Background: an optimization exercise with open tools, aiming at small area. Do not read the settings as production practice.
Where RTL was checked, it was by simulation tests only, not by an equivalence proof against the original.
No functional check of the RTL was part of run 2.

==> flow/design.v, too long to show whole: its modules and the start of the top module <==
// module b8Xb8_s16: 5200 lines
// module b8Xb8_s16_fa: 4 lines
module b8Xb8_s16(
  input clk,
  input rst_n,
  input [7:0] in1_0,
  input [7:0] in1_1,
  input [7:0] in1_2,
  input [7:0] in1_3,
  input [7:0] in1_4,
  input [7:0] in1_5,
  input [7:0] in1_6,
  input [7:0] in1_7,
  input [7:0] in1_8,
  input [7:0] in1_9,
  input [7:0] in1_10,
  input [7:0] in1_11,
  input [7:0] in1_12,
  input [7:0] in1_13,
  input [7:0] in1_14,
  input [7:0] in1_15,
  input [7:0] in2_0,
  input [7:0] in2_1,
  input [7:0] in2_2,
  input [7:0] in2_3,
  input [7:0] in2_4,
  input [7:0] in2_5,
  input [7:0] in2_6,
  input [7:0] in2_7,
  input [7:0] in2_8,
  input [7:0] in2_9,
  input [7:0] in2_10,
  input [7:0] in2_11,
  input [7:0] in2_12,
  input [7:0] in2_13,
  input [7:0] in2_14,
  input [7:0] in2_15,
  output [11:0] out
  );
  // ...
==> flow/run.sh <==
#!/bin/bash
# synth_recipe.tcl (not shown) runs the flow's synth.tcl, then flattens the netlist and writes it again
# the make line also repeats each setting of config.mk as NAME=value (left out here)
make -C /OpenROAD-flow-scripts/flow DESIGN_CONFIG=/design/flow/config.mk WORK_HOME=/design/flow/orfs CLKGATE_MAP_FILE= SYNTH_SCRIPT=/design/flow/synth_recipe.tcl finish
==> flow/config.mk <==
export PLATFORM = sky130hd
export DESIGN_NAME = b8Xb8_s16
export DESIGN_NICKNAME = b8Xb8_s16
export VERILOG_FILES = /design/flow/design.v
export SDC_FILE = /design/flow/constraint.sdc
export NUM_CORES = 4
export LEC_CHECK = 0
export CAP_MARGIN = 0
export CORE_MARGIN = 2
export CORE_UTILIZATION = 40
export GPL_TIMING_DRIVEN = 0
export SLEW_MARGIN = 0
export SYNTH_HIERARCHICAL = 1
==> flow/constraint.sdc <==
create_clock -name core_clock -period 7.5 [get_ports {clk}]
set_input_delay 1.5000 -clock core_clock [delete_from_list [all_inputs] [get_ports {clk}]]
set_output_delay 1.5000 -clock core_clock [all_outputs]
set_load 0.01 [all_outputs]
==> results.ini, run 1 <==
[clock_tree]
cts_setup_buffers=0
clkSinkCount=40
postCtsHoldBufs=0

[floorplan]
die_height_um=260
row_count=93
io-pin-count=270
initial_core_util_pct=40.6
die_x_um=260
core-area_mm2=0.0646

[final_layout]
largest_reg_flops=11
diodes=0
inv_count=12
finalNonFillerCells=3222
largest_class=multi-input combinational cells

[grt]
first_global_vias=21369
gr-usage-met2_pct=52.9

[synth]
yosysMostFrequentCell=nand2_1
synthSimpleGateAreaFrac_pct=14.8
synth_commonest_cells=nand2_1, fa_1, clkbuf_2

[worst_setup_path]
path_buf_inv=1
timing.rr.start=q_8_0
reg2reg_setup_slack_ns=2.03
cp_data_arrival_time_ns=6.98
path_max_fanout=8

[min_path]
hold_start=q_18_1

[placement]
place.gp.congestion=1.04

[detailed_routing]
dr.pass1.iters=6
drt_iter0_markers=2368
wirelength_mm=110
wl_met1_mm=39.9

[status]
status=timing/DRC/antenna clean

[timing]
layout_worst_path_cycle_share_pct=90.9
finClkSkew_ns=0.0162

==> run 2, diff against run 1 <==
--- a/flow/design.v
+++ b/flow/design.v
@@ -3028,93 +3028,84 @@
   wire s1967;
   wire c1968;
   wire s1969;
   wire c1970;
   wire s1971;
   wire c1972;
   wire s1973;
   wire c1974;
-  wire g1975;
-  wire g1976;
-  wire g1977;
-  wire g1978;
+  wire s1975;
+  wire c1976;
+  wire s1977;
+  wire c1978;
   wire s1979;
   wire c1980;
-  wire g1981;
-  wire g1982;
-  wire x1983;
+  wire s1981;
+  wire c1982;
+  wire g1983;
   wire g1984;
-  wire s1985;
-  wire c1986;
-  wire x1987;
-  wire g1988;
-  wire s1989;
-  wire c1990;
-  wire x1991;
-  wire g1992;
-  wire s1993;
-  wire c1994;
-  wire x1995;
-  wire g1996;
-  wire s1997;
-  wire c1998;
+  wire g1985;
+  wire g1986;
+  wire s1987;
+  wire c1988;
+  wire g1989;
+  wire g1990;
+  wire g1991;
+  wire s1992;
+  wire c1993;
+  wire g1994;
+  wire s1995;
+  wire c1996;
+  wire x1997;
+  wire g1998;
   wire s1999;
   wire c2000;
   wire x2001;
   wire g2002;
   wire s2003;
   wire c2004;
-  wire s2005;
-  wire c2006;
-  wire x2007;
-  wire g2008;
-  wire s2009;
-  wire c2010;
+  wire x2005;
+  wire g2006;
+  wire s2007;
+  wire c2008;
+  wire x2009;
+  wire g2010;
   wire s2011;
   wire c2012;
   wire s2013;
   wire c2014;
   wire s2015;
   wire c2016;
   wire s2017;
   wire c2018;
   wire s2019;
   wire c2020;
   wire s2021;
   wire c2022;
   wire s2023;
   wire c2024;
-  wire s2025;
-  wire c2026;
-  reg q_7_0;
-  reg q_7_1;
-  reg q_8_0;
-  reg q_8_1;
-  reg q_8_2;
   reg q_9_0;
   reg q_9_1;
+  reg q_9_2;
+  reg q_9_3;
   reg q_10_0;
   reg q_10_1;
   reg q_11_0;
   reg q_11_1;
-  reg q_11_2;
-  reg q_11_3;
   reg q_12_0;
   reg q_12_1;
-  reg q_12_2;
   reg q_13_0;
   reg q_13_1;
+  reg q_13_2;
   reg q_14_0;
-  reg q_14_1;
-  reg q_14_2;
   reg q_15_0;
   reg q_15_1;
-  reg q_15_2;
   reg q_16_0;
+  reg q_16_1;
   reg q_17_0;
   reg q_17_1;
   reg q_18_0;
   reg q_18_1;
   reg [10:0] res;
   assign p_0_0_0 = ~(in1_0[0] & in2_0[0]);
   assign p_0_0_1 = ~(in1_0[0] & in2_0[1]);
   assign p_0_0_2 = ~(in1_0[0] & in2_0[2]);
@@ -4966,239 +4957,230 @@
   b8Xb8_s16_fa u1650 (.a(s1635), .b(s1637), .c(s1639), .s(s1649), .co(c1650));
   b8Xb8_s16_fa u1652 (.a(c1490), .b(s1641), .c(c1492), .s(s1651), .co(c1652));
   b8Xb8_s16_fa u1654 (.a(c1494), .b(s1643), .c(c1496), .s(s1653), .co(c1654));
   b8Xb8_s16_fa u1656 (.a(s1645), .b(c1498), .c(s1647), .s(s1655), .co(c1656));
   b8Xb8_s16_fa u1658 (.a(s1649), .b(c1500), .c(c1502), .s(s1657), .co(c1658));
   b8Xb8_s16_fa u1660 (.a(s1651), .b(c1504), .c(s1653), .s(s1659), .co(c1660));
   b8Xb8_s16_fa u1662 (.a(s1655), .b(c1506), .c(c1508), .s(s1661), .co(c1662));
   b8Xb8_s16_fa u1664 (.a(s1657), .b(s1659), .c(c1510), .s(s1663), .co(c1664));
-  b8Xb8_s16_fa u1666 (.a(p_0_5_7), .b(p_0_6_6), .c(p_0_7_5), .s(s1665), .co(c1666));
-  b8Xb8_s16_fa u1668 (.a(p_1_5_7), .b(p_1_6_6), .c(p_1_7_5), .s(s1667), .co(c1668));
-  b8Xb8_s16_fa u1670 (.a(p_2_5_7), .b(p_2_6_6), .c(p_2_7_5), .s(s1669), .co(c1670));
-  b8Xb8_s16_fa u1672 (.a(p_3_5_7), .b(p_3_6_6), .c(p_3_7_5), .s(s1671), .co(c1672));
-  b8Xb8_s16_fa u1674 (.a(p_4_5_7), .b(p_4_6_6), .c(p_4_7_5), .s(s1673), .co(c1674));
-  b8Xb8_s16_fa u1676 (.a(p_5_5_7), .b(p_5_6_6), .c(p_5_7_5), .s(s1675), .co(c1676));
-  b8Xb8_s16_fa u1678 (.a(p_6_5_7), .b(p_6_6_6), .c(p_6_7_5), .s(s1677), .co(c1678));
-  b8Xb8_s16_fa u1680 (.a(p_7_5_7), .b(p_7_6_6), .c(p_7_7_5), .s(s1679), .co(c1680));
-  b8Xb8_s16_fa u1682 (.a(p_8_5_7), .b(p_8_6_6), .c(p_8_7_5), .s(s1681), .co(c1682));
-  b8Xb8_s16_fa u1684 (.a(p_9_5_7), .b(p_9_6_6), .c(p_9_7_5), .s(s1683), .co(c1684));
-  b8Xb8_s16_fa u1686 (.a(p_10_5_7), .b(p_10_6_6), .c(p_10_7_5), .s(s1685), .co(c1686));
-  b8Xb8_s16_fa u1688 (.a(p_11_5_7), .b(p_11_6_6), .c(p_11_7_5), .s(s1687), .co(c1688));
-  b8Xb8_s16_fa u1690 (.a(p_12_5_7), .b(p_12_6_6), .c(p_12_7_5), .s(s1689), .co(c1690));
-  b8Xb8_s16_fa u1692 (.a(p_13_5_7), .b(p_13_6_6), .c(p_13_7_5), .s(s1691), .co(c1692));
-  b8Xb8_s16_fa u1694 (.a(p_14_5_7), .b(p_14_6_6), .c(p_14_7_5), .s(s1693), .co(c1694));
-  b8Xb8_s16_fa u1696 (.a(p_15_5_7), .b(p_15_6_6), .c(p_15_7_5), .s(s1695), .co(c1696));
-  b8Xb8_s16_fa u1698 (.a(c1516), .b(c1518), .c(c1520), .s(s1697), .co(c1698));
-  b8Xb8_s16_fa u1700 (.a(c1522), .b(c1524), .c(c1526), .s(s1699), .co(c1700));
-  b8Xb8_s16_fa u1702 (.a(c1528), .b(c1530), .c(c1532), .s(s1701), .co(c1702));
-  b8Xb8_s16_fa u1704 (.a(c1534), .b(c1536), .c(c1538), .s(s1703), .co(c1704));
-  b8Xb8_s16_fa u1706 (.a(c1540), .b(c1542), .c(c1544), .s(s1705), .co(c1706));
-  b8Xb8_s16_fa u1708 (.a(c1546), .b(c1548), .c(c1550), .s(s1707), .co(c1708));
-  b8Xb8_s16_fa u1710 (.a(c1552), .b(c1554), .c(c1556), .s(s1709), .co(c1710));
-  b8Xb8_s16_fa u1712 (.a(s1665), .b(s1667), .c(s1669), .s(s1711), .co(c1712));
-  b8Xb8_s16_fa u1714 (.a(s1671), .b(s1673), .c(s1675), .s(s1713), .co(c1714));
-  b8Xb8_s16_fa u1716 (.a(s1677), .b(s1679), .c(s1681), .s(s1715), .co(c1716));
-  b8Xb8_s16_fa u1718 (.a(s1683), .b(s1685), .c(s1687), .s(s1717), .co(c1718));
-  b8Xb8_s16_fa u1720 (.a(s1689), .b(s1691), .c(s1693), .s(s1719), .co(c1720));
-  b8Xb8_s16_fa u1722 (.a(s1695), .b(c1558), .c(c1560), .s(s1721), .co(c1722));
-  b8Xb8_s16_fa u1724 (.a(c1562), .b(c1564), .c(c1566), .s(s1723), .co(c1724));
-  b8Xb8_s16_fa u1726 (.a(c1568), .b(c1570), .c(c1572), .s(s1725), .co(c1726));
-  b8Xb8_s16_fa u1728 (.a(c1574), .b(c1576), .c(c1578), .s(s1727), .co(c1728));
-  b8Xb8_s16_fa u1730 (.a(c1580), .b(c1582), .c(c1584), .s(s1729), .co(c1730));
-  b8Xb8_s16_fa u1732 (.a(c1586), .b(c1588), .c(s1697), .s(s1731), .co(c1732));
-  b8Xb8_s16_fa u1734 (.a(s1699), .b(s1701), .c(s1703), .s(s1733), .co(c1734));
-  b8Xb8_s16_fa u1736 (.a(s1705), .b(s1707), .c(s1709), .s(s1735), .co(c1736));
-  b8Xb8_s16_fa u1738 (.a(s1711), .b(s1713), .c(s1715), .s(s1737), .co(c1738));
-  b8Xb8_s16_fa u1740 (.a(s1717), .b(s1719), .c(c1590), .s(s1739), .co(c1740));
-  b8Xb8_s16_fa u1742 (.a(c1592), .b(c1594), .c(c1596), .s(s1741), .co(c1742));
-  b8Xb8_s16_fa u1744 (.a(c1598), .b(c1600), .c(c1602), .s(s1743), .co(c1744));
-  b8Xb8_s16_fa u1746 (.a(c1604), .b(c1606), .c(s1721), .s(s1745), .co(c1746));
-  b8Xb8_s16_fa u1748 (.a(s1723), .b(s1725), .c(c1608), .s(s1747), .co(c1748));
-  b8Xb8_s16_fa u1750 (.a(c1610), .b(c1612), .c(s1727), .s(s1749), .co(c1750));
-  b8Xb8_s16_fa u1752 (.a(s1729), .b(s1731), .c(s1733), .s(s1751), .co(c1752));
-  b8Xb8_s16_fa u1754 (.a(s1735), .b(s1737), .c(c1614), .s(s1753), .co(c1754));
-  b8Xb8_s16_fa u1756 (.a(c1616), .b(c1618), .c(s1739), .s(s1755), .co(c1756));
-  b8Xb8_s16_fa u1758 (.a(c1620), .b(s1741), .c(s1743), .s(s1757), .co(c1758));
-  b8Xb8_s16_fa u1760 (.a(c1622), .b(c1624), .c(c1626), .s(s1759), .co(c1760));
-  b8Xb8_s16_fa u1762 (.a(s1745), .b(c1628), .c(s1747), .s(s1761), .co(c1762));
-  b8Xb8_s16_fa u1764 (.a(s1749), .b(s1751), .c(c1630), .s(s1763), .co(c1764));
-  b8Xb8_s16_fa u1766 (.a(c1632), .b(s1753), .c(c1634), .s(s1765), .co(c1766));
-  b8Xb8_s16_fa u1768 (.a(s1755), .b(c1636), .c(c1638), .s(s1767), .co(c1768));
-  b8Xb8_s16_fa u1770 (.a(s1757), .b(c1640), .c(s1759), .s(s1769), .co(c1770));
-  b8Xb8_s16_fa u1772 (.a(s1761), .b(c1642), .c(s1763), .s(s1771), .co(c1772));
-  b8Xb8_s16_fa u1774 (.a(c1644), .b(c1646), .c(s1765), .s(s1773), .co(c1774));
-  b8Xb8_s16_fa u1776 (.a(c1648), .b(s1767), .c(c1650), .s(s1775), .co(c1776));
-  b8Xb8_s16_fa u1778 (.a(s1769), .b(c1652), .c(s1771), .s(s1777), .co(c1778));
-  b8Xb8_s16_fa u1780 (.a(c1654), .b(s1773), .c(c1656), .s(s1779), .co(c1780));
-  b8Xb8_s16_fa u1782 (.a(s1775), .b(c1658), .c(s1777), .s(s1781), .co(c1782));
-  b8Xb8_s16_fa u1784 (.a(c1660), .b(s1779), .c(c1662), .s(s1783), .co(c1784));
-  b8Xb8_s16_fa u1786 (.a(p_0_6_7), .b(p_0_7_6), .c(p_1_6_7), .s(s1785), .co(c1786));
-  b8Xb8_s16_fa u1788 (.a(p_1_7_6), .b(p_2_6_7), .c(p_2_7_6), .s(s1787), .co(c1788));
-  b8Xb8_s16_fa u1790 (.a(p_3_6_7), .b(p_3_7_6), .c(p_4_6_7), .s(s1789), .co(c1790));
-  b8Xb8_s16_fa u1792 (.a(p_4_7_6), .b(p_5_6_7), .c(p_5_7_6), .s(s1791), .co(c1792));
-  b8Xb8_s16_fa u1794 (.a(p_6_6_7), .b(p_6_7_6), .c(p_7_6_7), .s(s1793), .co(c1794));
-  b8Xb8_s16_fa u1796 (.a(p_7_7_6), .b(p_8_6_7), .c(p_8_7_6), .s(s1795), .co(c1796));
-  b8Xb8_s16_fa u1798 (.a(p_9_6_7), .b(p_9_7_6), .c(p_10_6_7), .s(s1797), .co(c1798));
-  b8Xb8_s16_fa u1800 (.a(p_10_7_6), .b(p_11_6_7), .c(p_11_7_6), .s(s1799), .co(c1800));
-  b8Xb8_s16_fa u1802 (.a(p_12_6_7), .b(p_12_7_6), .c(p_13_6_7), .s(s1801), .co(c1802));
-  b8Xb8_s16_fa u1804 (.a(p_13_7_6), .b(p_14_6_7), .c(p_14_7_6), .s(s1803), .co(c1804));
-  b8Xb8_s16_fa u1806 (.a(p_15_6_7), .b(p_15_7_6), .c(c1666), .s(s1805), .co(c1806));
-  b8Xb8_s16_fa u1808 (.a(c1668), .b(c1670), .c(c1672), .s(s1807), .co(c1808));
-  b8Xb8_s16_fa u1810 (.a(c1674), .b(c1676), .c(c1678), .s(s1809), .co(c1810));
-  b8Xb8_s16_fa u1812 (.a(c1680), .b(c1682), .c(c1684), .s(s1811), .co(c1812));
-  b8Xb8_s16_fa u1814 (.a(c1686), .b(c1688), .c(c1690), .s(s1813), .co(c1814));
-  b8Xb8_s16_fa u1816 (.a(c1692), .b(c1694), .c(c1696), .s(s1815), .co(c1816));
-  b8Xb8_s16_fa u1818 (.a(s1785), .b(s1787), .c(s1789), .s(s1817), .co(c1818));
-  b8Xb8_s16_fa u1820 (.a(s1791), .b(s1793), .c(s1795), .s(s1819), .co(c1820));
-  b8Xb8_s16_fa u1822 (.a(s1797), .b(s1799), .c(s1801), .s(s1821), .co(c1822));
-  b8Xb8_s16_fa u1824 (.a(s1803), .b(c1698), .c(c1700), .s(s1823), .co(c1824));
-  b8Xb8_s16_fa u1826 (.a(c1702), .b(c1704), .c(c1706), .s(s1825), .co(c1826));
-  b8Xb8_s16_fa u1828 (.a(c1708), .b(c1710), .c(c1712), .s(s1827), .co(c1828));
-  b8Xb8_s16_fa u1830 (.a(c1714), .b(c1716), .c(c1718), .s(s1829), .co(c1830));
-  b8Xb8_s16_fa u1832 (.a(c1720), .b(s1805), .c(s1807), .s(s1831), .co(c1832));
-  b8Xb8_s16_fa u1834 (.a(s1809), .b(s1811), .c(s1813), .s(s1833), .co(c1834));
-  b8Xb8_s16_fa u1836 (.a(s1815), .b(s1817), .c(s1819), .s(s1835), .co(c1836));
-  b8Xb8_s16_fa u1838 (.a(s1821), .b(c1722), .c(c1724), .s(s1837), .co(c1838));
-  b8Xb8_s16_fa u1840 (.a(c1726), .b(c1728), .c(c1730), .s(s1839), .co(c1840));
-  b8Xb8_s16_fa u1842 (.a(c1732), .b(c1734), .c(c1736), .s(s1841), .co(c1842));
-  b8Xb8_s16_fa u1844 (.a(s1823), .b(s1825), .c(c1738), .s(s1843), .co(c1844));
-  b8Xb8_s16_fa u1846 (.a(s1827), .b(s1829), .c(s1831), .s(s1845), .co(c1846));
-  b8Xb8_s16_fa u1848 (.a(s1833), .b(s1835), .c(c1740), .s(s1847), .co(c1848));
-  b8Xb8_s16_fa u1850 (.a(c1742), .b(c1744), .c(s1837), .s(s1849), .co(c1850));
-  b8Xb8_s16_fa u1852 (.a(c1746), .b(s1839), .c(s1841), .s(s1851), .co(c1852));
-  b8Xb8_s16_fa u1854 (.a(c1748), .b(c1750), .c(c1752), .s(s1853), .co(c1854));
-  b8Xb8_s16_fa u1856 (.a(s1843), .b(s1845), .c(c1754), .s(s1855), .co(c1856));
-  b8Xb8_s16_fa u1858 (.a(c1756), .b(s1847), .c(c1758), .s(s1857), .co(c1858));
-  b8Xb8_s16_fa u1860 (.a(s1849), .b(c1760), .c(s1851), .s(s1859), .co(c1860));
-  b8Xb8_s16_fa u1862 (.a(c1762), .b(s1853), .c(c1764), .s(s1861), .co(c1862));
-  b8Xb8_s16_fa u1864 (.a(s1855), .b(c1766), .c(c1768), .s(s1863), .co(c1864));
-  b8Xb8_s16_fa u1866 (.a(s1857), .b(c1770), .c(s1859), .s(s1865), .co(c1866));
-  b8Xb8_s16_fa u1868 (.a(c1772), .b(s1861), .c(c1774), .s(s1867), .co(c1868));
-  b8Xb8_s16_fa u1870 (.a(s1863), .b(c1776), .c(s1865), .s(s1869), .co(c1870));
-  b8Xb8_s16_fa u1872 (.a(c1778), .b(c1780), .c(s1867), .s(s1871), .co(c1872));
-  b8Xb8_s16_fa u1874 (.a(s1869), .b(c1782), .c(s1871), .s(s1873), .co(c1874));
-  b8Xb8_s16_fa u1876 (.a(p_0_7_7), .b(p_1_7_7), .c(p_2_7_7), .s(s1875), .co(c1876));
-  b8Xb8_s16_fa u1878 (.a(p_3_7_7), .b(p_4_7_7), .c(p_5_7_7), .s(s1877), .co(c1878));
-  b8Xb8_s16_fa u1880 (.a(p_6_7_7), .b(p_7_7_7), .c(p_8_7_7), .s(s1879), .co(c1880));
-  b8Xb8_s16_fa u1882 (.a(p_9_7_7), .b(p_10_7_7), .c(p_11_7_7), .s(s1881), .co(c1882));
-  b8Xb8_s16_fa u1884 (.a(p_12_7_7), .b(p_13_7_7), .c(p_14_7_7), .s(s1883), .co(c1884));
-  b8Xb8_s16_fa u1886 (.a(p_15_7_7), .b(c1786), .c(c1788), .s(s1885), .co(c1886));
-  b8Xb8_s16_fa u1888 (.a(c1790), .b(c1792), .c(c1794), .s(s1887), .co(c1888));
-  b8Xb8_s16_fa u1890 (.a(c1796), .b(c1798), .c(c1800), .s(s1889), .co(c1890));
-  b8Xb8_s16_fa u1892 (.a(c1802), .b(c1804), .c(s1875), .s(s1891), .co(c1892));
-  b8Xb8_s16_fa u1894 (.a(s1877), .b(s1879), .c(s1881), .s(s1893), .co(c1894));
-  b8Xb8_s16_fa u1896 (.a(s1883), .b(c1806), .c(c1808), .s(s1895), .co(c1896));
-  b8Xb8_s16_fa u1898 (.a(c1810), .b(c1812), .c(c1814), .s(s1897), .co(c1898));
-  b8Xb8_s16_fa u1900 (.a(c1816), .b(c1818), .c(c1820), .s(s1899), .co(c1900));
-  b8Xb8_s16_fa u1902 (.a(c1822), .b(s1885), .c(s1887), .s(s1901), .co(c1902));
-  b8Xb8_s16_fa u1904 (.a(s1889), .b(s1891), .c(s1893), .s(s1903), .co(c1904));
-  b8Xb8_s16_fa u1906 (.a(c1824), .b(c1826), .c(c1828), .s(s1905), .co(c1906));
-  b8Xb8_s16_fa u1908 (.a(c1830), .b(c1832), .c(c1834), .s(s1907), .co(c1908));
-  b8Xb8_s16_fa u1910 (.a(s1895), .b(s1897), .c(c1836), .s(s1909), .co(c1910));
-  b8Xb8_s16_fa u1912 (.a(s1899), .b(s1901), .c(s1903), .s(s1911), .co(c1912));
-  b8Xb8_s16_fa u1914 (.a(c1838), .b(c1840), .c(c1842), .s(s1913), .co(c1914));
-  b8Xb8_s16_fa u1916 (.a(s1905), .b(s1907), .c(c1844), .s(s1915), .co(c1916));
-  b8Xb8_s16_fa u1918 (.a(c1846), .b(s1909), .c(s1911), .s(s1917), .co(c1918));
-  b8Xb8_s16_fa u1920 (.a(c1848), .b(c1850), .c(c1852), .s(s1919), .co(c1920));
-  b8Xb8_s16_fa u1922 (.a(s1913), .b(c1854), .c(s1915), .s(s1921), .co(c1922));
-  b8Xb8_s16_fa u1924 (.a(s1917), .b(c1856), .c(c1858), .s(s1923), .co(c1924));
-  b8Xb8_s16_fa u1926 (.a(c1860), .b(s1919), .c(s1921), .s(s1925), .co(c1926));
-  b8Xb8_s16_fa u1928 (.a(c1862), .b(c1864), .c(s1923), .s(s1927), .co(c1928));
-  b8Xb8_s16_fa u1930 (.a(c1866), .b(s1925), .c(c1868), .s(s1929), .co(c1930));
-  b8Xb8_s16_fa u1932 (.a(s1927), .b(c1870), .c(c1872), .s(s1931), .co(c1932));
-  b8Xb8_s16_fa u1934 (.a(c1876), .b(c1878), .c(c1880), .s(s1933), .co(c1934));
-  b8Xb8_s16_fa u1936 (.a(c1882), .b(c1884), .c(c1886), .s(s1935), .co(c1936));
-  b8Xb8_s16_fa u1938 (.a(c1888), .b(c1890), .c(c1892), .s(s1937), .co(c1938));
-  b8Xb8_s16_fa u1940 (.a(c1894), .b(s1933), .c(c1896), .s(s1939), .co(c1940));
-  b8Xb8_s16_fa u1942 (.a(c1898), .b(c1900), .c(c1902), .s(s1941), .co(c1942));
-  b8Xb8_s16_fa u1944 (.a(s1935), .b(c1904), .c(s1937), .s(s1943), .co(c1944));
-  b8Xb8_s16_fa u1946 (.a(c1906), .b(c1908), .c(s1939), .s(s1945), .co(c1946));
-  b8Xb8_s16_fa u1948 (.a(s1941), .b(c1910), .c(c1912), .s(s1947), .co(c1948));
-  b8Xb8_s16_fa u1950 (.a(s1943), .b(c1914), .c(s1945), .s(s1949), .co(c1950));
-  b8Xb8_s16_fa u1952 (.a(c1916), .b(s1947), .c(c1918), .s(s1951), .co(c1952));
-  b8Xb8_s16_fa u1954 (.a(c1920), .b(s1949), .c(c1922), .s(s1953), .co(c1954));
-  b8Xb8_s16_fa u1956 (.a(s1951), .b(c1924), .c(c1926), .s(s1955), .co(c1956));
-  b8Xb8_s16_fa u1958 (.a(s1953), .b(c1928), .c(s1955), .s(s1957), .co(c1958));
-  b8Xb8_s16_fa u1960 (.a(c1934), .b(c1936), .c(c1938), .s(s1959), .co(c1960));
-  b8Xb8_s16_fa u1962 (.a(c1940), .b(c1942), .c(s1959), .s(s1961), .co(c1962));
-  b8Xb8_s16_fa u1964 (.a(c1944), .b(c1946), .c(s1961), .s(s1963), .co(c1964));
-  b8Xb8_s16_fa u1966 (.a(c1948), .b(c1950), .c(s1963), .s(s1965), .co(c1966));
-  b8Xb8_s16_fa u1968 (.a(c1952), .b(c1954), .c(s1965), .s(s1967), .co(c1968));
-  b8Xb8_s16_fa u1970 (.a(c1956), .b(s1967), .c(c1958), .s(s1969), .co(c1970));
-  b8Xb8_s16_fa u1972 (.a(c1960), .b(c1962), .c(c1964), .s(s1971), .co(c1972));
-  b8Xb8_s16_fa u1974 (.a(c1966), .b(s1971), .c(c1968), .s(s1973), .co(c1974));
-  assign g1975 = s11 | s13;
-  assign g1976 = g1975 | s51;
-  assign g1977 = g1976 | s117;
-  assign g1978 = g1977 | s213;
-  b8Xb8_s16_fa u1980 (.a(c214), .b(s339), .c(g1978), .s(s1979), .co(c1980));
-  assign g1981 = s497 | c1980;
-  assign g1982 = g1981 | s687;
+  b8Xb8_s16_fa u1666 (.a(c1512), .b(s1661), .c(s1663), .s(s1665), .co(c1666));
+  b8Xb8_s16_fa u1668 (.a(p_0_5_7), .b(p_0_6_6), .c(p_0_7_5), .s(s1667), .co(c1668));
+  b8Xb8_s16_fa u1670 (.a(p_1_5_7), .b(p_1_6_6), .c(p_1_7_5), .s(s1669), .co(c1670));
+  b8Xb8_s16_fa u1672 (.a(p_2_5_7), .b(p_2_6_6), .c(p_2_7_5), .s(s1671), .co(c1672));
+  b8Xb8_s16_fa u1674 (.a(p_3_5_7), .b(p_3_6_6), .c(p_3_7_5), .s(s1673), .co(c1674));
+  b8Xb8_s16_fa u1676 (.a(p_4_5_7), .b(p_4_6_6), .c(p_4_7_5), .s(s1675), .co(c1676));
+  b8Xb8_s16_fa u1678 (.a(p_5_5_7), .b(p_5_6_6), .c(p_5_7_5), .s(s1677), .co(c1678));
+  b8Xb8_s16_fa u1680 (.a(p_6_5_7), .b(p_6_6_6), .c(p_6_7_5), .s(s1679), .co(c1680));
+  b8Xb8_s16_fa u1682 (.a(p_7_5_7), .b(p_7_6_6), .c(p_7_7_5), .s(s1681), .co(c1682));
+  b8Xb8_s16_fa u1684 (.a(p_8_5_7), .b(p_8_6_6), .c(p_8_7_5), .s(s1683), .co(c1684));
+  b8Xb8_s16_fa u1686 (.a(p_9_5_7), .b(p_9_6_6), .c(p_9_7_5), .s(s1685), .co(c1686));
+  b8Xb8_s16_fa u1688 (.a(p_10_5_7), .b(p_10_6_6), .c(p_10_7_5), .s(s1687), .co(c1688));
+  b8Xb8_s16_fa u1690 (.a(p_11_5_7), .b(p_11_6_6), .c(p_11_7_5), .s(s1689), .co(c1690));
+  b8Xb8_s16_fa u1692 (.a(p_12_5_7), .b(p_12_6_6), .c(p_12_7_5), .s(s1691), .co(c1692));
+  b8Xb8_s16_fa u1694 (.a(p_13_5_7), .b(p_13_6_6), .c(p_13_7_5), .s(s1693), .co(c1694));
+  b8Xb8_s16_fa u1696 (.a(p_14_5_7), .b(p_14_6_6), .c(p_14_7_5), .s(s1695), .co(c1696));
+  b8Xb8_s16_fa u1698 (.a(p_15_5_7), .b(p_15_6_6), .c(p_15_7_5), .s(s1697), .co(c1698));
+  b8Xb8_s16_fa u1700 (.a(c1516), .b(c1518), .c(c1520), .s(s1699), .co(c1700));
+  b8Xb8_s16_fa u1702 (.a(c1522), .b(c1524), .c(c1526), .s(s1701), .co(c1702));
+  b8Xb8_s16_fa u1704 (.a(c1528), .b(c1530), .c(c1532), .s(s1703), .co(c1704));
+  b8Xb8_s16_fa u1706 (.a(c1534), .b(c1536), .c(c1538), .s(s1705), .co(c1706));
+  b8Xb8_s16_fa u1708 (.a(c1540), .b(c1542), .c(c1544), .s(s1707), .co(c1708));
+  b8Xb8_s16_fa u1710 (.a(c1546), .b(c1548), .c(c1550), .s(s1709), .co(c1710));
+  b8Xb8_s16_fa u1712 (.a(c1552), .b(c1554), .c(c1556), .s(s1711), .co(c1712));
+  b8Xb8_s16_fa u1714 (.a(s1667), .b(s1669), .c(s1671), .s(s1713), .co(c1714));
+  b8Xb8_s16_fa u1716 (.a(s1673), .b(s1675), .c(s1677), .s(s1715), .co(c1716));
+  b8Xb8_s16_fa u1718 (.a(s1679), .b(s1681), .c(s1683), .s(s1717), .co(c1718));
+  b8Xb8_s16_fa u1720 (.a(s1685), .b(s1687), .c(s1689), .s(s1719), .co(c1720));
+  b8Xb8_s16_fa u1722 (.a(s1691), .b(s1693), .c(s1695), .s(s1721), .co(c1722));
+  b8Xb8_s16_fa u1724 (.a(s1697), .b(c1558), .c(c1560), .s(s1723), .co(c1724));
+  b8Xb8_s16_fa u1726 (.a(c1562), .b(c1564), .c(c1566), .s(s1725), .co(c1726));
+  b8Xb8_s16_fa u1728 (.a(c1568), .b(c1570), .c(c1572), .s(s1727), .co(c1728));
+  b8Xb8_s16_fa u1730 (.a(c1574), .b(c1576), .c(c1578), .s(s1729), .co(c1730));
+  b8Xb8_s16_fa u1732 (.a(c1580), .b(c1582), .c(c1584), .s(s1731), .co(c1732));
+  b8Xb8_s16_fa u1734 (.a(c1586), .b(c1588), .c(s1699), .s(s1733), .co(c1734));
+  b8Xb8_s16_fa u1736 (.a(s1701), .b(s1703), .c(s1705), .s(s1735), .co(c1736));
+  b8Xb8_s16_fa u1738 (.a(s1707), .b(s1709), .c(s1711), .s(s1737), .co(c1738));
+  b8Xb8_s16_fa u1740 (.a(s1713), .b(s1715), .c(s1717), .s(s1739), .co(c1740));
+  b8Xb8_s16_fa u1742 (.a(s1719), .b(s1721), .c(c1590), .s(s1741), .co(c1742));
+  b8Xb8_s16_fa u1744 (.a(c1592), .b(c1594), .c(c1596), .s(s1743), .co(c1744));
+  b8Xb8_s16_fa u1746 (.a(c1598), .b(c1600), .c(c1602), .s(s1745), .co(c1746));
+  b8Xb8_s16_fa u1748 (.a(c1604), .b(c1606), .c(s1723), .s(s1747), .co(c1748));
+  b8Xb8_s16_fa u1750 (.a(s1725), .b(s1727), .c(c1608), .s(s1749), .co(c1750));
+  b8Xb8_s16_fa u1752 (.a(c1610), .b(c1612), .c(s1729), .s(s1751), .co(c1752));
+  b8Xb8_s16_fa u1754 (.a(s1731), .b(s1733), .c(s1735), .s(s1753), .co(c1754));
+  b8Xb8_s16_fa u1756 (.a(s1737), .b(s1739), .c(c1614), .s(s1755), .co(c1756));
+  b8Xb8_s16_fa u1758 (.a(c1616), .b(c1618), .c(s1741), .s(s1757), .co(c1758));
+  b8Xb8_s16_fa u1760 (.a(c1620), .b(s1743), .c(s1745), .s(s1759), .co(c1760));
+  b8Xb8_s16_fa u1762 (.a(c1622), .b(c1624), .c(c1626), .s(s1761), .co(c1762));
+  b8Xb8_s16_fa u1764 (.a(s1747), .b(c1628), .c(s1749), .s(s1763), .co(c1764));
+  b8Xb8_s16_fa u1766 (.a(s1751), .b(s1753), .c(c1630), .s(s1765), .co(c1766));
+  b8Xb8_s16_fa u1768 (.a(c1632), .b(s1755), .c(c1634), .s(s1767), .co(c1768));
+  b8Xb8_s16_fa u1770 (.a(s1757), .b(c1636), .c(c1638), .s(s1769), .co(c1770));
+  b8Xb8_s16_fa u1772 (.a(s1759), .b(c1640), .c(s1761), .s(s1771), .co(c1772));
+  b8Xb8_s16_fa u1774 (.a(s1763), .b(c1642), .c(s1765), .s(s1773), .co(c1774));
+  b8Xb8_s16_fa u1776 (.a(c1644), .b(c1646), .c(s1767), .s(s1775), .co(c1776));
+  b8Xb8_s16_fa u1778 (.a(c1648), .b(s1769), .c(c1650), .s(s1777), .co(c1778));
+  b8Xb8_s16_fa u1780 (.a(s1771), .b(c1652), .c(s1773), .s(s1779), .co(c1780));
+  b8Xb8_s16_fa u1782 (.a(c1654), .b(s1775), .c(c1656), .s(s1781), .co(c1782));
+  b8Xb8_s16_fa u1784 (.a(s1777), .b(c1658), .c(s1779), .s(s1783), .co(c1784));
+  b8Xb8_s16_fa u1786 (.a(c1660), .b(s1781), .c(c1662), .s(s1785), .co(c1786));
+  b8Xb8_s16_fa u1788 (.a(s1783), .b(c1664), .c(s1785), .s(s1787), .co(c1788));
+  b8Xb8_s16_fa u1790 (.a(p_0_6_7), .b(p_0_7_6), .c(p_1_6_7), .s(s1789), .co(c1790));
+  b8Xb8_s16_fa u1792 (.a(p_1_7_6), .b(p_2_6_7), .c(p_2_7_6), .s(s1791), .co(c1792));
+  b8Xb8_s16_fa u1794 (.a(p_3_6_7), .b(p_3_7_6), .c(p_4_6_7), .s(s1793), .co(c1794));
+  b8Xb8_s16_fa u1796 (.a(p_4_7_6), .b(p_5_6_7), .c(p_5_7_6), .s(s1795), .co(c1796));
+  b8Xb8_s16_fa u1798 (.a(p_6_6_7), .b(p_6_7_6), .c(p_7_6_7), .s(s1797), .co(c1798));
+  b8Xb8_s16_fa u1800 (.a(p_7_7_6), .b(p_8_6_7), .c(p_8_7_6), .s(s1799), .co(c1800));
+  b8Xb8_s16_fa u1802 (.a(p_9_6_7), .b(p_9_7_6), .c(p_10_6_7), .s(s1801), .co(c1802));
+  b8Xb8_s16_fa u1804 (.a(p_10_7_6), .b(p_11_6_7), .c(p_11_7_6), .s(s1803), .co(c1804));
+  b8Xb8_s16_fa u1806 (.a(p_12_6_7), .b(p_12_7_6), .c(p_13_6_7), .s(s1805), .co(c1806));
+  b8Xb8_s16_fa u1808 (.a(p_13_7_6), .b(p_14_6_7), .c(p_14_7_6), .s(s1807), .co(c1808));
+  b8Xb8_s16_fa u1810 (.a(p_15_6_7), .b(p_15_7_6), .c(c1668), .s(s1809), .co(c1810));
+  b8Xb8_s16_fa u1812 (.a(c1670), .b(c1672), .c(c1674), .s(s1811), .co(c1812));
+  b8Xb8_s16_fa u1814 (.a(c1676), .b(c1678), .c(c1680), .s(s1813), .co(c1814));
+  b8Xb8_s16_fa u1816 (.a(c1682), .b(c1684), .c(c1686), .s(s1815), .co(c1816));
+  b8Xb8_s16_fa u1818 (.a(c1688), .b(c1690), .c(c1692), .s(s1817), .co(c1818));
+  b8Xb8_s16_fa u1820 (.a(c1694), .b(c1696), .c(c1698), .s(s1819), .co(c1820));
+  b8Xb8_s16_fa u1822 (.a(s1789), .b(s1791), .c(s1793), .s(s1821), .co(c1822));
+  b8Xb8_s16_fa u1824 (.a(s1795), .b(s1797), .c(s1799), .s(s1823), .co(c1824));
+  b8Xb8_s16_fa u1826 (.a(s1801), .b(s1803), .c(s1805), .s(s1825), .co(c1826));
+  b8Xb8_s16_fa u1828 (.a(s1807), .b(c1700), .c(c1702), .s(s1827), .co(c1828));
+  b8Xb8_s16_fa u1830 (.a(c1704), .b(c1706), .c(c1708), .s(s1829), .co(c1830));
+  b8Xb8_s16_fa u1832 (.a(c1710), .b(c1712), .c(c1714), .s(s1831), .co(c1832));
+  b8Xb8_s16_fa u1834 (.a(c1716), .b(c1718), .c(c1720), .s(s1833), .co(c1834));
+  b8Xb8_s16_fa u1836 (.a(c1722), .b(s1809), .c(s1811), .s(s1835), .co(c1836));
+  b8Xb8_s16_fa u1838 (.a(s1813), .b(s1815), .c(s1817), .s(s1837), .co(c1838));
+  b8Xb8_s16_fa u1840 (.a(s1819), .b(s1821), .c(s1823), .s(s1839), .co(c1840));
+  b8Xb8_s16_fa u1842 (.a(s1825), .b(c1724), .c(c1726), .s(s1841), .co(c1842));
+  b8Xb8_s16_fa u1844 (.a(c1728), .b(c1730), .c(c1732), .s(s1843), .co(c1844));
+  b8Xb8_s16_fa u1846 (.a(c1734), .b(c1736), .c(c1738), .s(s1845), .co(c1846));
+  b8Xb8_s16_fa u1848 (.a(s1827), .b(s1829), .c(c1740), .s(s1847), .co(c1848));
+  b8Xb8_s16_fa u1850 (.a(s1831), .b(s1833), .c(s1835), .s(s1849), .co(c1850));
+  b8Xb8_s16_fa u1852 (.a(s1837), .b(s1839), .c(c1742), .s(s1851), .co(c1852));
+  b8Xb8_s16_fa u1854 (.a(c1744), .b(c1746), .c(s1841), .s(s1853), .co(c1854));
+  b8Xb8_s16_fa u1856 (.a(c1748), .b(s1843), .c(s1845), .s(s1855), .co(c1856));
+  b8Xb8_s16_fa u1858 (.a(c1750), .b(c1752), .c(c1754), .s(s1857), .co(c1858));
+  b8Xb8_s16_fa u1860 (.a(s1847), .b(s1849), .c(c1756), .s(s1859), .co(c1860));
+  b8Xb8_s16_fa u1862 (.a(c1758), .b(s1851), .c(c1760), .s(s1861), .co(c1862));
+  b8Xb8_s16_fa u1864 (.a(s1853), .b(c1762), .c(s1855), .s(s1863), .co(c1864));
+  b8Xb8_s16_fa u1866 (.a(c1764), .b(s1857), .c(c1766), .s(s1865), .co(c1866));
+  b8Xb8_s16_fa u1868 (.a(s1859), .b(c1768), .c(c1770), .s(s1867), .co(c1868));
+  b8Xb8_s16_fa u1870 (.a(s1861), .b(c1772), .c(s1863), .s(s1869), .co(c1870));
+  b8Xb8_s16_fa u1872 (.a(c1774), .b(s1865), .c(c1776), .s(s1871), .co(c1872));
+  b8Xb8_s16_fa u1874 (.a(s1867), .b(c1778), .c(s1869), .s(s1873), .co(c1874));
+  b8Xb8_s16_fa u1876 (.a(c1780), .b(c1782), .c(s1871), .s(s1875), .co(c1876));
+  b8Xb8_s16_fa u1878 (.a(s1873), .b(c1784), .c(s1875), .s(s1877), .co(c1878));
+  b8Xb8_s16_fa u1880 (.a(p_0_7_7), .b(p_1_7_7), .c(p_2_7_7), .s(s1879), .co(c1880));
+  b8Xb8_s16_fa u1882 (.a(p_3_7_7), .b(p_4_7_7), .c(p_5_7_7), .s(s1881), .co(c1882));
+  b8Xb8_s16_fa u1884 (.a(p_6_7_7), .b(p_7_7_7), .c(p_8_7_7), .s(s1883), .co(c1884));
+  b8Xb8_s16_fa u1886 (.a(p_9_7_7), .b(p_10_7_7), .c(p_11_7_7), .s(s1885), .co(c1886));
+  b8Xb8_s16_fa u1888 (.a(p_12_7_7), .b(p_13_7_7), .c(p_14_7_7), .s(s1887), .co(c1888));
+  b8Xb8_s16_fa u1890 (.a(p_15_7_7), .b(c1790), .c(c1792), .s(s1889), .co(c1890));
+  b8Xb8_s16_fa u1892 (.a(c1794), .b(c1796), .c(c1798), .s(s1891), .co(c1892));
+  b8Xb8_s16_fa u1894 (.a(c1800), .b(c1802), .c(c1804), .s(s1893), .co(c1894));
+  b8Xb8_s16_fa u1896 (.a(c1806), .b(c1808), .c(s1879), .s(s1895), .co(c1896));
+  b8Xb8_s16_fa u1898 (.a(s1881), .b(s1883), .c(s1885), .s(s1897), .co(c1898));
+  b8Xb8_s16_fa u1900 (.a(s1887), .b(c1810), .c(c1812), .s(s1899), .co(c1900));
+  b8Xb8_s16_fa u1902 (.a(c1814), .b(c1816), .c(c1818), .s(s1901), .co(c1902));
+  b8Xb8_s16_fa u1904 (.a(c1820), .b(c1822), .c(c1824), .s(s1903), .co(c1904));
+  b8Xb8_s16_fa u1906 (.a(c1826), .b(s1889), .c(s1891), .s(s1905), .co(c1906));
+  b8Xb8_s16_fa u1908 (.a(s1893), .b(s1895), .c(s1897), .s(s1907), .co(c1908));
+  b8Xb8_s16_fa u1910 (.a(c1828), .b(c1830), .c(c1832), .s(s1909), .co(c1910));
+  b8Xb8_s16_fa u1912 (.a(c1834), .b(c1836), .c(c1838), .s(s1911), .co(c1912));
+  b8Xb8_s16_fa u1914 (.a(s1899), .b(s1901), .c(c1840), .s(s1913), .co(c1914));
+  b8Xb8_s16_fa u1916 (.a(s1903), .b(s1905), .c(s1907), .s(s1915), .co(c1916));
+  b8Xb8_s16_fa u1918 (.a(c1842), .b(c1844), .c(c1846), .s(s1917), .co(c1918));
+  b8Xb8_s16_fa u1920 (.a(s1909), .b(s1911), .c(c1848), .s(s1919), .co(c1920));
+  b8Xb8_s16_fa u1922 (.a(c1850), .b(s1913), .c(s1915), .s(s1921), .co(c1922));
+  b8Xb8_s16_fa u1924 (.a(c1852), .b(c1854), .c(c1856), .s(s1923), .co(c1924));
+  b8Xb8_s16_fa u1926 (.a(s1917), .b(c1858), .c(s1919), .s(s1925), .co(c1926));
+  b8Xb8_s16_fa u1928 (.a(s1921), .b(c1860), .c(c1862), .s(s1927), .co(c1928));
+  b8Xb8_s16_fa u1930 (.a(c1864), .b(s1923), .c(s1925), .s(s1929), .co(c1930));
+  b8Xb8_s16_fa u1932 (.a(c1866), .b(c1868), .c(s1927), .s(s1931), .co(c1932));
+  b8Xb8_s16_fa u1934 (.a(c1870), .b(s1929), .c(c1872), .s(s1933), .co(c1934));
+  b8Xb8_s16_fa u1936 (.a(s1931), .b(c1874), .c(c1876), .s(s1935), .co(c1936));
+  b8Xb8_s16_fa u1938 (.a(s1933), .b(c1878), .c(s1935), .s(s1937), .co(c1938));
+  b8Xb8_s16_fa u1940 (.a(c1880), .b(c1882), .c(c1884), .s(s1939), .co(c1940));
+  b8Xb8_s16_fa u1942 (.a(c1886), .b(c1888), .c(c1890), .s(s1941), .co(c1942));
+  b8Xb8_s16_fa u1944 (.a(c1892), .b(c1894), .c(c1896), .s(s1943), .co(c1944));
+  b8Xb8_s16_fa u1946 (.a(c1898), .b(s1939), .c(c1900), .s(s1945), .co(c1946));
+  b8Xb8_s16_fa u1948 (.a(c1902), .b(c1904), .c(c1906), .s(s1947), .co(c1948));
+  b8Xb8_s16_fa u1950 (.a(s1941), .b(c1908), .c(s1943), .s(s1949), .co(c1950));
+  b8Xb8_s16_fa u1952 (.a(c1910), .b(c1912), .c(s1945), .s(s1951), .co(c1952));
+  b8Xb8_s16_fa u1954 (.a(s1947), .b(c1914), .c(c1916), .s(s1953), .co(c1954));
+  b8Xb8_s16_fa u1956 (.a(s1949), .b(c1918), .c(s1951), .s(s1955), .co(c1956));
+  b8Xb8_s16_fa u1958 (.a(c1920), .b(s1953), .c(c1922), .s(s1957), .co(c1958));
+  b8Xb8_s16_fa u1960 (.a(c1924), .b(s1955), .c(c1926), .s(s1959), .co(c1960));
+  b8Xb8_s16_fa u1962 (.a(s1957), .b(c1928), .c(c1930), .s(s1961), .co(c1962));
+  b8Xb8_s16_fa u1964 (.a(s1959), .b(c1932), .c(s1961), .s(s1963), .co(c1964));
+  b8Xb8_s16_fa u1966 (.a(c1934), .b(s1963), .c(c1936), .s(s1965), .co(c1966));
+  b8Xb8_s16_fa u1968 (.a(c1940), .b(c1942), .c(c1944), .s(s1967), .co(c1968));
+  b8Xb8_s16_fa u1970 (.a(c1946), .b(c1948), .c(s1967), .s(s1969), .co(c1970));
+  b8Xb8_s16_fa u1972 (.a(c1950), .b(c1952), .c(s1969), .s(s1971), .co(c1972));
+  b8Xb8_s16_fa u1974 (.a(c1954), .b(c1956), .c(s1971), .s(s1973), .co(c1974));
+  b8Xb8_s16_fa u1976 (.a(c1958), .b(c1960), .c(s1973), .s(s1975), .co(c1976));
+  b8Xb8_s16_fa u1978 (.a(c1962), .b(s1975), .c(c1964), .s(s1977), .co(c1978));
+  b8Xb8_s16_fa u1980 (.a(c1968), .b(c1970), .c(c1972), .s(s1979), .co(c1980));
+  b8Xb8_s16_fa u1982 (.a(c1974), .b(s1979), .c(c1976), .s(s1981), .co(c1982));
+  assign g1983 = s11 | s13;
+  assign g1984 = g1983 | s51;
+  assign g1985 = g1984 | s117;
+  assign g1986 = g1985 | s213;
+  b8Xb8_s16_fa u1988 (.a(c214), .b(s339), .c(g1986), .s(s1987), .co(c1988));
+  assign g1989 = s497 | c1988;
+  assign g1990 = g1989 | s687;
+  assign g1991 = g1990 | s909;
+  b8Xb8_s16_fa u1993 (.a(c908), .b(s1129), .c(c910), .s(s1992), .co(c1993));
+  assign g1994 = g1991 | s1992;
   always @(posedge clk) begin
-    q_7_0 <= g1982;
-    q_7_1 <= s909;
-    q_8_0 <= c908;
-    q_8_1 <= s1129;
-    q_8_2 <= c910;
     q_9_0 <= c1130;
     q_9_1 <= s1333;
+    q_9_2 <= c1993;
+    q_9_3 <= g1994;
     q_10_0 <= c1334;
     q_10_1 <= s1513;
-    q_11_0 <= c1512;
-    q_11_1 <= s1661;
-    q_11_2 <= s1663;
-    q_11_3 <= c1514;
-    q_12_0 <= s1781;
-    q_12_1 <= c1664;
-    q_12_2 <= s1783;
-    q_13_0 <= c1784;
-    q_13_1 <= s1873;
-    q_14_0 <= s1929;
-    q_14_1 <= c1874;
-    q_14_2 <= s1931;
-    q_15_0 <= c1930;
-    q_15_1 <= s1957;
-    q_15_2 <= c1932;
-    q_16_0 <= s1969;
-    q_17_0 <= s1973;
-    q_17_1 <= c1970;
-    q_18_0 <= c1972;
-    q_18_1 <= c1974;
+    q_11_0 <= c1514;
+    q_11_1 <= s1665;
+    q_12_0 <= c1666;
+    q_12_1 <= s1787;
+    q_13_0 <= c1786;
+    q_13_1 <= s1877;
+    q_13_2 <= c1788;
+    q_14_0 <= s1937;
+    q_15_0 <= c1938;
+    q_15_1 <= s1965;
+    q_16_0 <= s1977;
+    q_16_1 <= c1966;
+    q_17_0 <= s1981;
+    q_17_1 <= c1978;
+    q_18_0 <= c1980;
+    q_18_1 <= c1982;
   end
-  assign x1983 = ~(q_7_0 ^ q_7_1);
-  assign g1984 = q_7_0 | q_7_1;
-  b8Xb8_s16_fa u1986 (.a(q_8_0), .b(q_8_1), .c(q_8_2), .s(s1985), .co(c1986));
-  assign x1987 = ~(g1984 ^ s1985);
-  assign g1988 = g1984 | s1985;
-  b8Xb8_s16_fa u1990 (.a(q_9_0), .b(q_9_1), .c(c1986), .s(s1989), .co(c1990));
-  assign x1991 = ~(g1988 ^ s1989);
-  assign g1992 = g1988 | s1989;
-  b8Xb8_s16_fa u1994 (.a(q_10_0), .b(q_10_1), .c(c1990), .s(s1993), .co(c1994));
-  assign x1995 = ~(g1992 ^ s1993);
-  assign g1996 = g1992 | s1993;
-  b8Xb8_s16_fa u1998 (.a(q_11_0), .b(q_11_1), .c(q_11_2), .s(s1997), .co(c1998));
-  b8Xb8_s16_fa u2000 (.a(q_11_3), .b(s1997), .c(c1994), .s(s1999), .co(c2000));
-  assign x2001 = ~(g1996 ^ s1999);
-  assign g2002 = g1996 | s1999;
-  b8Xb8_s16_fa u2004 (.a(q_12_0), .b(q_12_1), .c(q_12_2), .s(s2003), .co(c2004));
-  b8Xb8_s16_fa u2006 (.a(c1998), .b(s2003), .c(c2000), .s(s2005), .co(c2006));
-  assign x2007 = ~(g2002 ^ s2005);
-  assign g2008 = g2002 | s2005;
-  b8Xb8_s16_fa u2010 (.a(q_13_0), .b(q_13_1), .c(c2004), .s(s2009), .co(c2010));
-  b8Xb8_s16_fa u2012 (.a(s2009), .b(c2006), .c(g2008), .s(s2011), .co(c2012));
-  b8Xb8_s16_fa u2014 (.a(q_14_0), .b(q_14_1), .c(q_14_2), .s(s2013), .co(c2014));
-  b8Xb8_s16_fa u2016 (.a(s2013), .b(c2010), .c(c2012), .s(s2015), .co(c2016));
-  b8Xb8_s16_fa u2018 (.a(q_15_0), .b(q_15_1), .c(q_15_2), .s(s2017), .co(c2018));
-  b8Xb8_s16_fa u2020 (.a(c2014), .b(s2017), .c(c2016), .s(s2019), .co(c2020));
-  b8Xb8_s16_fa u2022 (.a(q_16_0), .b(c2018), .c(c2020), .s(s2021), .co(c2022));
-  b8Xb8_s16_fa u2024 (.a(q_17_0), .b(q_17_1), .c(c2022), .s(s2023), .co(c2024));
-  b8Xb8_s16_fa u2026 (.a(q_18_0), .b(q_18_1), .c(c2024), .s(s2025), .co(c2026));
+  b8Xb8_s16_fa u1996 (.a(q_9_0), .b(q_9_1), .c(q_9_2), .s(s1995), .co(c1996));
+  assign x1997 = ~(q_9_3 ^ s1995);
+  assign g1998 = q_9_3 | s1995;
+  b8Xb8_s16_fa u2000 (.a(q_10_0), .b(q_10_1), .c(c1996), .s(s1999), .co(c2000));
+  assign x2001 = ~(g1998 ^ s1999);
+  assign g2002 = g1998 | s1999;
+  b8Xb8_s16_fa u2004 (.a(q_11_0), .b(q_11_1), .c(c2000), .s(s2003), .co(c2004));
+  assign x2005 = ~(g2002 ^ s2003);
+  assign g2006 = g2002 | s2003;
+  b8Xb8_s16_fa u2008 (.a(q_12_0), .b(q_12_1), .c(c2004), .s(s2007), .co(c2008));
+  assign x2009 = ~(g2006 ^ s2007);
+  assign g2010 = g2006 | s2007;
+  b8Xb8_s16_fa u2012 (.a(q_13_0), .b(q_13_1), .c(q_13_2), .s(s2011), .co(c2012));
+  b8Xb8_s16_fa u2014 (.a(s2011), .b(c2008), .c(g2010), .s(s2013), .co(c2014));
+  b8Xb8_s16_fa u2016 (.a(q_14_0), .b(c2012), .c(c2014), .s(s2015), .co(c2016));
+  b8Xb8_s16_fa u2018 (.a(q_15_0), .b(q_15_1), .c(c2016), .s(s2017), .co(c2018));
+  b8Xb8_s16_fa u2020 (.a(q_16_0), .b(q_16_1), .c(c2018), .s(s2019), .co(c2020));
+  b8Xb8_s16_fa u2022 (.a(q_17_0), .b(q_17_1), .c(c2020), .s(s2021), .co(c2022));
+  b8Xb8_s16_fa u2024 (.a(q_18_0), .b(q_18_1), .c(c2022), .s(s2023), .co(c2024));
   always @(posedge clk or negedge rst_n) begin
     if (!rst_n) res <= 11'd0;
-    else res <= ~{c2026, s2025, s2023, s2021, s2019, s2015, s2011, x2007, x2001, x1995, x1991};
+    else res <= ~{c2024, s2023, s2021, s2019, s2017, s2015, s2013, x2009, x2005, x2001, x1997};
   end
   assign out = {1'b0, res};
 endmodule
 module b8Xb8_s16_fa(input a, input b, input c, output s, output co);
   assign s = a ^ b ^ c;
   assign co = (a & b) | (a & c) | (b & c);
 endmodule
==> flow/config.mk (replaced) <==
export PLATFORM = sky130hd
export DESIGN_NAME = b8Xb8_s16
export DESIGN_NICKNAME = b8Xb8_s16
export VERILOG_FILES = /design/flow/design.v
export SDC_FILE = /design/flow/constraint.sdc
export NUM_CORES = 4
export LEC_CHECK = 0
export CAP_MARGIN = 20
export CORE_MARGIN = 2
export CORE_UTILIZATION = 40
export SLEW_MARGIN = 20
export SYNTH_HIERARCHICAL = 1
==> run 2 against run 1 <==
Sequential share of layout area fell by 0.91 points. Worst setup slack got worse by 0.58 ns. Critical path depth rose by 1. Via count rose by 5.3%. Wire length rose by 4.2%. Non-clock buffer count rose by 400. Die area fell by 0.51%. Critical path type unchanged.
==> results.ini, run 2 <==
[worst_setup_path]
cp_top_family=adder cells
critPathLaunchType=input pin
path_max_fanout=5  ; -3
reg2reg_setup_slack_ns=2.36  ; +0.33 ns
cp_data_arrival_time_ns=7.65  ; +0.67 ns
slowest_stage=clkdlybuf4s50_1
timing.rr.start=q_9_0
path_buf_inv=1  ; unchanged
end_kind=flip-flop
worstPathCellList=clkdlybuf4s50_1 > nand2_1 > fa_1 > fa_1 > fa_1 > fa_1 > fa_1 > fa_1 > fa_1 > fa_1 > fa_1 > fa_1 > fa_2
cp_common_cell=fa_1
critPathKind=in -> reg
crit_required_ns=7.75
cp_slowest_stage_delay_ns=0.63
setup.worst_path.start=in1_3[7]

[detailed_routing]
routed-via-count=19756
dr.pass1.iters=8  ; +2
drtAntennaViolNets=0
vias_per_cell=5.46
wirelength_mm=115  ; +4.2%
drc=0
drt_iter0_markers=2144  ; -9.5%
avgRoutedWirePerCell_um=31.7

[timing]
hold_violations=0
fin_ws_ns=0.101
slew_headroom_pct=37.4
slew_viol_final=0
period_needed_ns=7.40
setup_viol=0
timing_worst_slew_pin_value_ns=0.936
finClkSkew_ns=0.0107  ; -0.00549 ns
fmax_mhz=135
rsz0062_at_grt=true
layout_worst_path_cycle_share_pct=98.7  ; +7.8 points
whs_ns=0.509

[floorplan]
die_x_um=259  ; -0.25%
row_count=93  ; unchanged
io-pin-count=270  ; unchanged
die_area_mm2=0.0672
die_height_um=259  ; -0.25%
initial_core_util_pct=40.4  ; -0.14 points
core-area_mm2=0.0645  ; -0.18%

[clock_tree]
ctsLongestPathBuffers=2
cts_tree=yes
cts_buffers=5
h-tree-depth=2
clockRootBuffer=clkbuf_16
clock_latency_ns=0.31
postCtsHoldBufs=0  ; unchanged
cts.clk_slew.worst_paths_ns=0.07
clkSinkCount=33  ; -18%

[synth]
synth_edf_count=0
synthTopCellsByArea=fa_1, nand2_1, buf_2
yosysWarnings=7
synthArstFlopShare_pct=33.3
synthCells=2342
synth_area_leader_cell=fa_1
synth-main-ff-cell=dfxtp_1
yosys.area.top_type_share_pct=77.1
synth_commonest_cells=nand2_1, fa_1, buf_2
syn-num-nets=3608
ys_seq_area_share_pct=2.74
ys_seq_elements=33
avgSynthCellArea_um2=11.1
syn_area_mm2=0.0261
ys_types=11
yosysMostFrequentCell=nand2_1

[placement]
post-dp-hpwl_mm=107
dp_slack_ns=-0.437
place.gp.congestion=1.08  ; +3.0%
io_buffers=268

[grt]
first_global_vias=22540  ; +5.5%
grt_pass1_wl_mm=164
groute.usage.overall_pct=35.5
grt_max_degree=13
antenna_found_initial=1
grt_overflow=0

[final_layout]
layout.nets=4027
area_growth_pct=25.3
mostFrequentLayoutCell=nand2_1
post-route-util_pct=50.7
drive_gt1_share_pct=17.4
largest_reg_flops=11  ; unchanged
layout_common_cells=nand2_1, fa_1, buf_4
top_register=res

[flow_run]
drv_cap=0

[status]
status=timing/DRC/antenna clean

[min_path]
hold_start=q_9_3
hold_class=reg -> reg

[run 2: path summary, 6_finish.rpt]
kind / to / depth (start not counted)
worst max-delay path: q_14_0 / 13
worst min-delay path: res[0] / 2
worst max register to register: res[9] / 14
worst min register to register: res[0] / 2
max in group asynchronous: res[0] / 1
min in group asynchronous: res[4] / 1
[run 2: routing by layer]
metal  GRT usage, %  routed length [µm]
met5              0                   0
met2           56.1               53600
met4           15.5                6610
met3           6.29               10800
met1           48.5               43800
[run 2: worst reg2reg max path: cells and delay by family (launching register included)]
kind | cells | cell delay [ns]
adders and majority gates | 11 | 4.50
DFF | 1 | 0.32
buffers and inverters | 3 | 0.22
[run 2: cell type report]
class                           count  area [µm²]
Fill cell                        5818       31800
Tap cell                          855        1070
Timing Repair Buffer              669        6450
Inverter                           13        48.8
Antenna cell                        1        2.50
Multi-Input combinational cell   2039       24200
Clock inverter                      3        46.3
Sequential cell                    33         716
Clock buffer                        5         125
[run 2: cell families (layout without fill, tap and decap cells)]
family	after synthesis	count (layout)	synth area share, %
adders and majority gates	1008	1008	77.3
buffers and inverters	270	690	5.13
other	1	2	0.0144
and+or+nand+nor	1030	1030	14.8
DFF	33	33	2.74
[run 2: what timing repair did]
action,in CTS,in global routing
pin swaps,0,6
resized for setup,7,129
buffers inserted,0,0
endpoints found under the setup margin,3,9
[run 2: per-stage QoR]
stage / instance area [µm²] / TNS (ns) / std cells
floorplan: 26100 / 0 / 2342
global placement: 32200 / -2.85 / 3609
detailed placement: 32200 / -2.93 / 3609
CTS: 32300 / 0 / 3617
global route: 32700 / -0.0159 / 3617
finish: 32700 / 0 / 3618
[run 2: Yosys stat by module (local to each module, per instance)]
| module | area, µm² | cells inside |
|---|---|---|
| b8Xb8_s16_fa | 20.0 | 1 |
| b8Xb8_s16 | 5980 | 1338 |

[port drivers added, routing unchanged]
Ports are ideal in the flow. The routed layouts listed here were re-timed in OpenROAD.
Step 1 (the two cells are an assumption about what drives the block):
set clk [get_ports {clk}]
set_driving_cell -lib_cell sky130_fd_sc_hd__clkbuf_16 $clk
set_driving_cell -lib_cell sky130_fd_sc_hd__buf_2 [delete_from_list [all_inputs] $clk]
Step 2 also shifts input and output timing later by t, the mid clock arrival at the registers, as if the neighbouring blocks saw the same clock.
a / b / c = ideal ports / drivers / drivers and shift; a / b = the first two.
run	t (ns)	setup slack, ns	slew at the worst register clock pin (ns)
run 1	0.354	0.685 / 0.704 / 0.350	0.08 / 0.08
run 2	0.351	0.101 / 0.115 / -0.237	0.07 / 0.07
Met with ideal ports but missed after step 2: setup timing in run 2. For run 2, which loses most, drivers alone change the setup slack by +0.014 ns; drivers and shift together by -0.338 ns.
